Context: an optimization exercise on an open-source flow, tuned for small area and a short achievable clock period. The choices shown serve that exercise and are no tape-out recipe. In this exercise RTL edits were held to simulation tests only and were not proved equivalent to the original.

Design systolic_array_os, start of the top module:
module systolic_array_os #(
    DATA_WIDTH = 16,
    ACC_WIDTH = 64
    )(
    input logic clk,
    input logic rstn,
    input logic acc_en,
    input logic signed [DATA_WIDTH-1:0] data_0_i,
    input logic signed [DATA_WIDTH-1:0] data_1_i,
    input logic signed [DATA_WIDTH-1:0] data_2_i,
    input logic signed [DATA_WIDTH-1:0] data_3_i,
    input logic signed [DATA_WIDTH-1:0] weight_0_i,
    input logic signed [DATA_WIDTH-1:0] weight_1_i,
    input logic signed [DATA_WIDTH-1:0] weight_2_i,
    input logic signed [DATA_WIDTH-1:0] weight_3_i,
    output logic signed [ACC_WIDTH-1:0] acc_res_pe0_o,
    output logic signed [ACC_WIDTH-1:0] acc_res_pe1_o,
    output logic signed [ACC_WIDTH-1:0] acc_res_pe2_o,
    output logic signed [ACC_WIDTH-1:0] acc_res_pe3_o,
    output logic signed [ACC_WIDTH-1:0] acc_res_pe4_o,
    output logic signed [ACC_WIDTH-1:0] acc_res_pe5_o,
    output logic signed [ACC_WIDTH-1:0] acc_res_pe6_o,
    output logic signed [ACC_WIDTH-1:0] acc_res_pe7_o,
    output logic signed [ACC_WIDTH-1:0] acc_res_pe8_o,
    output logic signed [ACC_WIDTH-1:0] acc_res_pe9_o,
    output logic signed [ACC_WIDTH-1:0] acc_res_pe10_o,
    output logic signed [ACC_WIDTH-1:0] acc_res_pe11_o,
    output logic signed [ACC_WIDTH-1:0] acc_res_pe12_o,
    output logic signed [ACC_WIDTH-1:0] acc_res_pe13_o,
    output logic signed [ACC_WIDTH-1:0] acc_res_pe14_o,
    output logic signed [ACC_WIDTH-1:0] acc_res_pe15_o
    );
    logic v1, v2, v3;
    always_ff @(posedge clk or negedge rstn)
        if (!rstn) begin
            v1 <= 1'b0;
            v2 <= 1'b0;
            v3 <= 1'b0;
        end else if (acc_en) begin
            v1 <= 1'b1;
            v2 <= v1;
            v3 <= v2;
        end
    logic [3:0] gate;
    assign gate = {acc_en & v3, acc_en & v2, acc_en & v1, acc_en};
    logic [15:0] d_0_0, w_0_0;
    logic [15:0] d_0_1, w_0_1;
    logic [15:0] d_0_2, w_0_2;
    logic [15:0] d_0_3, w_0_3;
    logic [15:0] d_1_0, w_1_0;
    logic [15:0] d_1_1, w_1_1;
    logic [15:0] d_1_2, w_1_2;
    logic [15:0] d_1_3, w_1_3;
    logic [15:0] d_2_0, w_2_0;
    logic [15:0] d_2_1, w_2_1;
    logic [15:0] d_2_2, w_2_2;
    logic [15:0] d_2_3, w_2_3;
    logic [15:0] d_3_0, w_3_0;
    logic [15:0] d_3_1, w_3_1;
    logic [15:0] d_3_2, w_3_2;
    logic [15:0] d_3_3, w_3_3;
    pe_os #(.KIND(0), .XA(1)) pe_0 (
  ...
==> flow/config.mk <==
export PLATFORM = sky130hd
export DESIGN_NAME = systolic_array_os
export DESIGN_NICKNAME = systolic_array_os
export VERILOG_FILES = /design/flow/design.v
export SDC_FILE = /design/flow/constraint.sdc
export NUM_CORES = 8
export LEC_CHECK = 0
export CAP_MARGIN = 20
export CORE_MARGIN = 2
export CORE_UTILIZATION = 40
export SLEW_MARGIN = 20
==> flow/constraint.sdc <==
create_clock -name core_clock -period 10.0 [get_ports {clk}]
set_input_delay 2.0000 -clock core_clock [delete_from_list [all_inputs] [get_ports {clk}]]
set_output_delay 2.0000 -clock core_clock [all_outputs]
set_load 0.01 [all_outputs]
run.sh (not shown) runs the stock make flow with config.mk's settings and CLKGATE_MAP_FILE= SYNTH_SCRIPT=/design/flow/synth_recipe.tcl, a recipe that flattens the netlist after the stock synthesis.
Next try:
==> flow/flow/run.sh (new file) <==
#!/bin/bash
# Layout flow: the standard flow, except that synthesis skips the quick
# ABC pass inside Yosys's "synth" command (synth -noabc).  That pass remaps the
# full adders the RTL spells out gate by gate; without it extract_fa finds them
# as written, with no inverters between them.  Everything else (the rest of
# ORFS's synthesis script, synth_recipe.tcl's flatten and renaming, and the
# layout steps) is the standard flow's own.
set -euo pipefail
sed 's/yosys synth -nofsm -noshare /yosys synth -nofsm -noshare -noabc /' synth_recipe.tcl > noabc_synth.tcl
grep -q -- '-noabc' noabc_synth.tcl
sed "s#SYNTH_SCRIPT=[^ ]*#SYNTH_SCRIPT=$PWD/noabc_synth.tcl#" standard.sh > noabc_standard.sh
grep -q 'noabc_synth.tcl' noabc_standard.sh
bash noabc_standard.sh synth > synth.log 2>&1
bash standard.sh > layout.log 2>&1
==> flow/standard.sh (new file) <==
#!/bin/bash
# synth_recipe.tcl (not shown) runs the flow's synth.tcl, then flattens the netlist and writes it again
# the make line also repeats each setting of config.mk as NAME=value (left out here)
make -C /OpenROAD-flow-scripts/flow DESIGN_CONFIG=/design/flow/config.mk WORK_HOME=/design/flow/orfs CLKGATE_MAP_FILE= SYNTH_SCRIPT=/design/flow/synth_recipe.tcl "${@:-finish}"
removed: flow/run.sh
Effect: The new run completed without violations. Via count drops by 6.5%. Worst hold slack degrades by 0.013 ns.

* * *

## job 7506
Another version of the RTL of systolic_array_os (not shown whole).
For scale: ~1,500 flip-flops, roughly 1,200 I/O pins, about 170,000 um2 of cells after synthesis.
## systolic_array_os
module systolic_array_os #(
    DATA_WIDTH = 16,
    ACC_WIDTH = 64
    )(
    input logic clk,
    input logic rstn,
    input logic acc_en,
    input logic signed [DATA_WIDTH-1:0] data_0_i,
    input logic signed [DATA_WIDTH-1:0] data_1_i,
    input logic signed [DATA_WIDTH-1:0] data_2_i,
    input logic signed [DATA_WIDTH-1:0] data_3_i,
    input logic signed [DATA_WIDTH-1:0] weight_0_i,
    input logic signed [DATA_WIDTH-1:0] weight_1_i,
    input logic signed [DATA_WIDTH-1:0] weight_2_i,
    input logic signed [DATA_WIDTH-1:0] weight_3_i,
    output logic signed [ACC_WIDTH-1:0] acc_res_pe0_o,
    output logic signed [ACC_WIDTH-1:0] acc_res_pe1_o,
    output logic signed [ACC_WIDTH-1:0] acc_res_pe2_o,
    output logic signed [ACC_WIDTH-1:0] acc_res_pe3_o,
    output logic signed [ACC_WIDTH-1:0] acc_res_pe4_o,
    output logic signed [ACC_WIDTH-1:0] acc_res_pe5_o,
    output logic signed [ACC_WIDTH-1:0] acc_res_pe6_o,
    output logic signed [ACC_WIDTH-1:0] acc_res_pe7_o,
    output logic signed [ACC_WIDTH-1:0] acc_res_pe8_o,
    output logic signed [ACC_WIDTH-1:0] acc_res_pe9_o,
    output logic signed [ACC_WIDTH-1:0] acc_res_pe10_o,
    output logic signed [ACC_WIDTH-1:0] acc_res_pe11_o,
    output logic signed [ACC_WIDTH-1:0] acc_res_pe12_o,
    output logic signed [ACC_WIDTH-1:0] acc_res_pe13_o,
    output logic signed [ACC_WIDTH-1:0] acc_res_pe14_o,
    output logic signed [ACC_WIDTH-1:0] acc_res_pe15_o
    );
clock: 10.0 ns
lec_check: 0
cap_margin: 20
core_margin: 2
core_utilization: 40
cts_cluster_diameter: 120
cts_cluster_size: 24
gpl_routability_driven: 0
place_density: 0.7
setup_slack_margin: 4.5
slew_margin: 20
standard.sh (not shown) runs the stock make flow with config.mk's settings and CLKGATE_MAP_FILE= SYNTH_SCRIPT=/design/flow/synth_recipe.tcl, a recipe that flattens the netlist after the stock synthesis.
==> flow/flow/run.sh <==
#!/bin/bash
# Layout flow: the standard flow (standard.sh) with these changes.
#  1. Synthesis maps the RTL's one-bit adder modules (fa_x, ha_x) straight
#     onto the library's full and half adder cells (fa_map.v), before Yosys's
#     "synth" runs, and skips the quick ABC pass inside "synth" (-noabc).
#     The compressor trees then come out exactly as the RTL writes them, and
#     extract_fa only looks for further full adders (-fa): the half adders
#     are all written out, and the ones it would find are parts of other
#     logic that it could only build with inverters around them.
#  3. Every input and output port still gets its own buffer, but a plain
#     buffer cell (BUF_CELL) rather than the delay buffer buffer_ports picks
#     by itself; timing repair resizes them as needed.
# Each tool's output goes to synth.log and layout.log here (and ORFS's own
# logs under orfs/logs).
set -euo pipefail
BUF_CELL=sky130_fd_sc_hd__buf_1
HERE=$PWD
cp flow/abc.script abc.script
cp flow/fa_map.v fa_map.v
{
  echo 'proc synth {args} {'
  echo '  if {[lsearch -exact $args ":fine"] >= 0 && ![info exists ::adders_mapped]} {'
  echo '    set ::adders_mapped 1'
  echo "    yosys techmap -map $HERE/fa_map.v"
  echo '  }'
  echo '  yosys synth -nofsm -noshare -noabc {*}$args'
  echo '}'
  echo 'proc extract_fa {args} { yosys extract_fa -fa {*}$args }'
  echo 'proc abc {args} {'
  echo '  set i [lsearch -exact $args -script]'
  echo "  if {\$i >= 0} { set args [lreplace \$args \$i [expr {\$i+1}] -script $HERE/abc.script] }"
  echo '  yosys abc {*}$args'
  echo '}'
  tail -n +2 synth_recipe.tcl
} > my_synth.tcl
head -1 synth_recipe.tcl | grep -q 'proc synth'
sed "s#SYNTH_SCRIPT=[^ ]*#SYNTH_SCRIPT=$HERE/my_synth.tcl#" standard.sh > my_standard.sh
grep -q 'my_synth.tcl' my_standard.sh
bash my_standard.sh synth > synth.log 2>&1
export BUFFER_PORTS_ARGS="-buffer_cell $BUF_CELL"
bash standard.sh > layout.log 2>&1
==> flow/flow/abc.script <==
strash
dch
map -D 1500
topo
stime -c
buffer -c
upsize -c
dnsize -c
==> flow/flow/fa_map.v <==
// Maps the RTL's one-bit adders (fa_x, ha_x) onto the library's adder cells.
module fa_x (input a, input b, input c, output s, output co);
  sky130_fd_sc_hd__fa_1 _TECHMAP_REPLACE_ (.A(a), .B(b), .CIN(c), .SUM(s), .COUT(co));
endmodule

module ha_x (input a, input b, output s, output co);
  sky130_fd_sc_hd__ha_1 _TECHMAP_REPLACE_ (.A(a), .B(b), .SUM(s), .COUT(co));
endmodule
#### Input delta (job 5121 over job 7506)
# job 7506
export LEC_CHECK = 0
export CAP_MARGIN = 20
export CORE_MARGIN = 2
export CORE_UTILIZATION = 40
export CTS_CLUSTER_DIAMETER = 120
export CTS_CLUSTER_SIZE = 24
export GPL_ROUTABILITY_DRIVEN = 0
export PLACE_DENSITY = 0.7
export SETUP_SLACK_MARGIN = 4.5
export SLEW_MARGIN = 20
create_clock -name core_clock -period 10.0 [get_ports {clk}]
# job 5121
export LEC_CHECK = 0
export CAP_MARGIN = 20
export CORE_MARGIN = 2
export CORE_UTILIZATION = 40
export CTS_CLUSTER_DIAMETER = 120
export CTS_CLUSTER_SIZE = 24
export SETUP_SLACK_MARGIN = 4.5
export SLEW_MARGIN = 20
create_clock -name core_clock -period 10.0 [get_ports {clk}]
-- flow/flow/abc.script --
<<< job 7506, line 3
map -D 1500
>>> job 5121, line 3
map -D 1200
Findings:
Relative to job 7506, via count has decreased by 2,238 in job 5121.
In job 5121 relative to job 7506, number of clock buffer instances in the layout had gone down by a few percent.
Run comparison: job 7506 critical path launch point pe_10.w_o[0]$_DFFE_PP_; job 5121 critical path launch point data_3_i[6]
Going from job 7506 to job 5121, the clock skew was found to have gone down by 0.0056 ns.
Job 5121 vs. job 7506: worst hold slack higher.
#### Input delta (job 3123 over job 5121)
==> flow/flow/abc.script <==
strash
dch
map -D 1500
topo
stime -c
==> run summary <==
Compared job 3123 vs job 5121, and number of non-clock buffers in the layout is up in job 3123. NOTE: routed wirelength normalized by instance count in job 3123 falls short of that of job 5121. Critical-path maximum fanout on job 3123 is down relative to job 5121. The normalized max-slew margin of job 3123 is lower than that of job 5121. On max capacitance violation total, job 5121 tracks job 3123 almost exactly. Looking at relative area change from synthesis to final layout, job 3123 sits 8.1 points higher than job 5121 does. The lower final area came out of job 5121. Job 3123 ended up with a lower sequential share of layout area than job 5121 did. In job 3123 the worst hold slack turned out 0.027 ns higher than in job 5121.
For job 2956, these inputs were changed with respect to job 3123:
# job 3123
export LEC_CHECK = 0
export CAP_MARGIN = 20
export CORE_MARGIN = 2
export CORE_UTILIZATION = 40
export CTS_CLUSTER_DIAMETER = 120
export CTS_CLUSTER_SIZE = 24
export SETUP_SLACK_MARGIN = 4.5
export SLEW_MARGIN = 20
create_clock -name core_clock -period 10.0 [get_ports {clk}]
# job 2956
export LEC_CHECK = 0
export CAP_MARGIN = 20
export CORE_MARGIN = 2
export CORE_UTILIZATION = 40
export CTS_CLUSTER_DIAMETER = 120
export CTS_CLUSTER_SIZE = 24
export SETUP_SLACK_MARGIN = 4.65
export SLEW_MARGIN = 20
create_clock -name core_clock -period 10.0 [get_ports {clk}]
==> flow/flow/abc.script <==
strash
dch
map -D 1200
topo
stime -c
buffer -c
upsize -c
dnsize -c
==> run summary <==
- Job 2956 vs job 3123, longest individual stage delay on the worst path went down by 0.06 ns.
- Compared with job 3123, job 2956 shows a lower area growth from synthesis to layout.
- Part of the cycle the worst path needs, job 3123 and job 2956, higher one = job 3123.
- The pin count of the biggest net entering global routing of job 2956 exceeds that of job 3123 by 15.
- Number of buffers and inverters on the critical path ended up 1 lower on job 2956 than on job 3123.
- [diff] via count, job 2956 relative to job 3123: regression
- Looking at sum of net half-perimeters after detailed placement, job 2956 sits above job 3123.
- Clock tree buffer count of the final layout went up slightly going from job 3123 to job 2956.
- Compared job 2956 vs job 3123, and routed wire length is up in job 2956.
## Diff of input files: job 2544 against job 2956
# job 2956
export LEC_CHECK = 0
export CAP_MARGIN = 20
export CORE_MARGIN = 2
export CORE_UTILIZATION = 40
export CTS_CLUSTER_DIAMETER = 120
export CTS_CLUSTER_SIZE = 24
export SETUP_SLACK_MARGIN = 4.65
export SLEW_MARGIN = 20
create_clock -name core_clock -period 10.0 [get_ports {clk}]
# job 2544
export LEC_CHECK = 0
export CAP_MARGIN = 20
export CORE_MARGIN = 2
export CORE_UTILIZATION = 40
export CTS_CLUSTER_DIAMETER = 120
export CTS_CLUSTER_SIZE = 24
export SETUP_SLACK_MARGIN = 4.0
export SLEW_MARGIN = 20
create_clock -name core_clock -period 10.0 [get_ports {clk}]
-- flow/flow/abc.script --
<<< job 2956, line 3
map -D 1200
>>> job 2544, line 3
map -D 1500
==> comparison <==
Comparing instance area at placement for job 2956 and job 2544, the bigger number came from job 2956. Compared to job 2956, job 2544 has number of iterations in the first detailed-routing pass 1 lower. Lower number of standard cells after synthesis goes to job 2544 over job 2956. Compared with job 2956, job 2544 shows post-cts resize count that has gone down by more than half. Of job 2956 and job 2544, the higher die area belongs to job 2956. Looking at job 2956 and job 2544, the clock skew is a wash. Going from job 2956 to job 2544, post-layout instance count excluding filler cells shrinks by about 3.4%. In the metrics for job 2956 and job 2544, the one carrying the higher worst hold slack is job 2956. The final reports for job 2544 and job 2956 show number of cells on the worst hold path lower in the former. Compared with job 2956, floorplan die width in job 2544 decreased slightly. Cell area after synthesis (higher): job 2956.
The following lists how job 6052 was set up differently from job 2544:
# job 2544
export LEC_CHECK = 0
export CAP_MARGIN = 20
export CORE_MARGIN = 2
export CORE_UTILIZATION = 40
export CTS_CLUSTER_DIAMETER = 120
export CTS_CLUSTER_SIZE = 24
export SETUP_SLACK_MARGIN = 4.0
export SLEW_MARGIN = 20
create_clock -name core_clock -period 10.0 [get_ports {clk}]
# job 6052
export LEC_CHECK = 0
export CAP_MARGIN = 20
export CORE_MARGIN = 2
export CORE_UTILIZATION = 40
export CTS_CLUSTER_DIAMETER = 120
export CTS_CLUSTER_SIZE = 24
export SETUP_SLACK_MARGIN = 4.9
export SLEW_MARGIN = 20
create_clock -name core_clock -period 10.0 [get_ports {clk}]
Number of vias per cell after detailed routing for job 6052: 1.7% up relative to job 2544
Job 6052 against job 2544: met3 track demand over resource in global routing held; synthesized area held; final period demand of the worst path went down 0.21 ns; sequential cell area share went down 2.6 points; initial antenna violation count went up 3.8%.
For the clock buffer count in the final layout, job 6052 came in about 9% higher than job 2544 did.
Compared to job 2544, the routing of job 6052 uses more wire.

-- afterwards: timing with drivers on the ports --
In the flow no input, the clock included, has a driving cell. The finished layouts below were timed again as built, in two steps.
Step 1 assumes that a clkbuf_16 drives the clock port and a buf_2 every other input.
Step 2 also shifts input and output timing later by t, the mid clock arrival at the registers, as if the neighbouring blocks saw the same clock.
Three values: no drivers, after step 1, after step 2; two values: the first two.
| run | shift t [ns] | setup slack, ns | hold slack, ns |
|---|---|---|---|
| the first run of note 1 | 1.065 | 1.917 / 1.787 / 2.076 | 0.497 / 0.497 / 0.497 |
| the second run of note 1 | 1.047 | 2.052 / 2.052 / 1.885 | 0.485 / 0.485 / 0.485 |
| job 7506 | 1.006 | 4.214 / 4.214 / 3.478 | 0.465 / 0.465 / 0.465 |
| job 5121 | 1.014 | 4.490 / 4.416 / 3.550 | 0.493 / 0.493 / 0.493 |
| job 3123 | 1.024 | 4.381 / 4.269 / 3.431 | 0.520 / 0.520 / 0.520 |
| job 2956 | 0.996 | 4.542 / 4.432 / 3.743 | 0.494 / 0.494 / 0.494 |
| job 2544 | 1.014 | 4.166 / 4.048 / 3.301 | 0.464 / 0.464 / 0.464 |
| job 6052 | 1.009 | 4.375 / 4.259 / 3.905 | 0.482 / 0.482 / 0.482 |
After both steps setup and hold are still met in every run listed. For job 3123, which loses most, drivers alone change the setup slack by -0.112 ns; drivers and shift together by -0.950 ns.
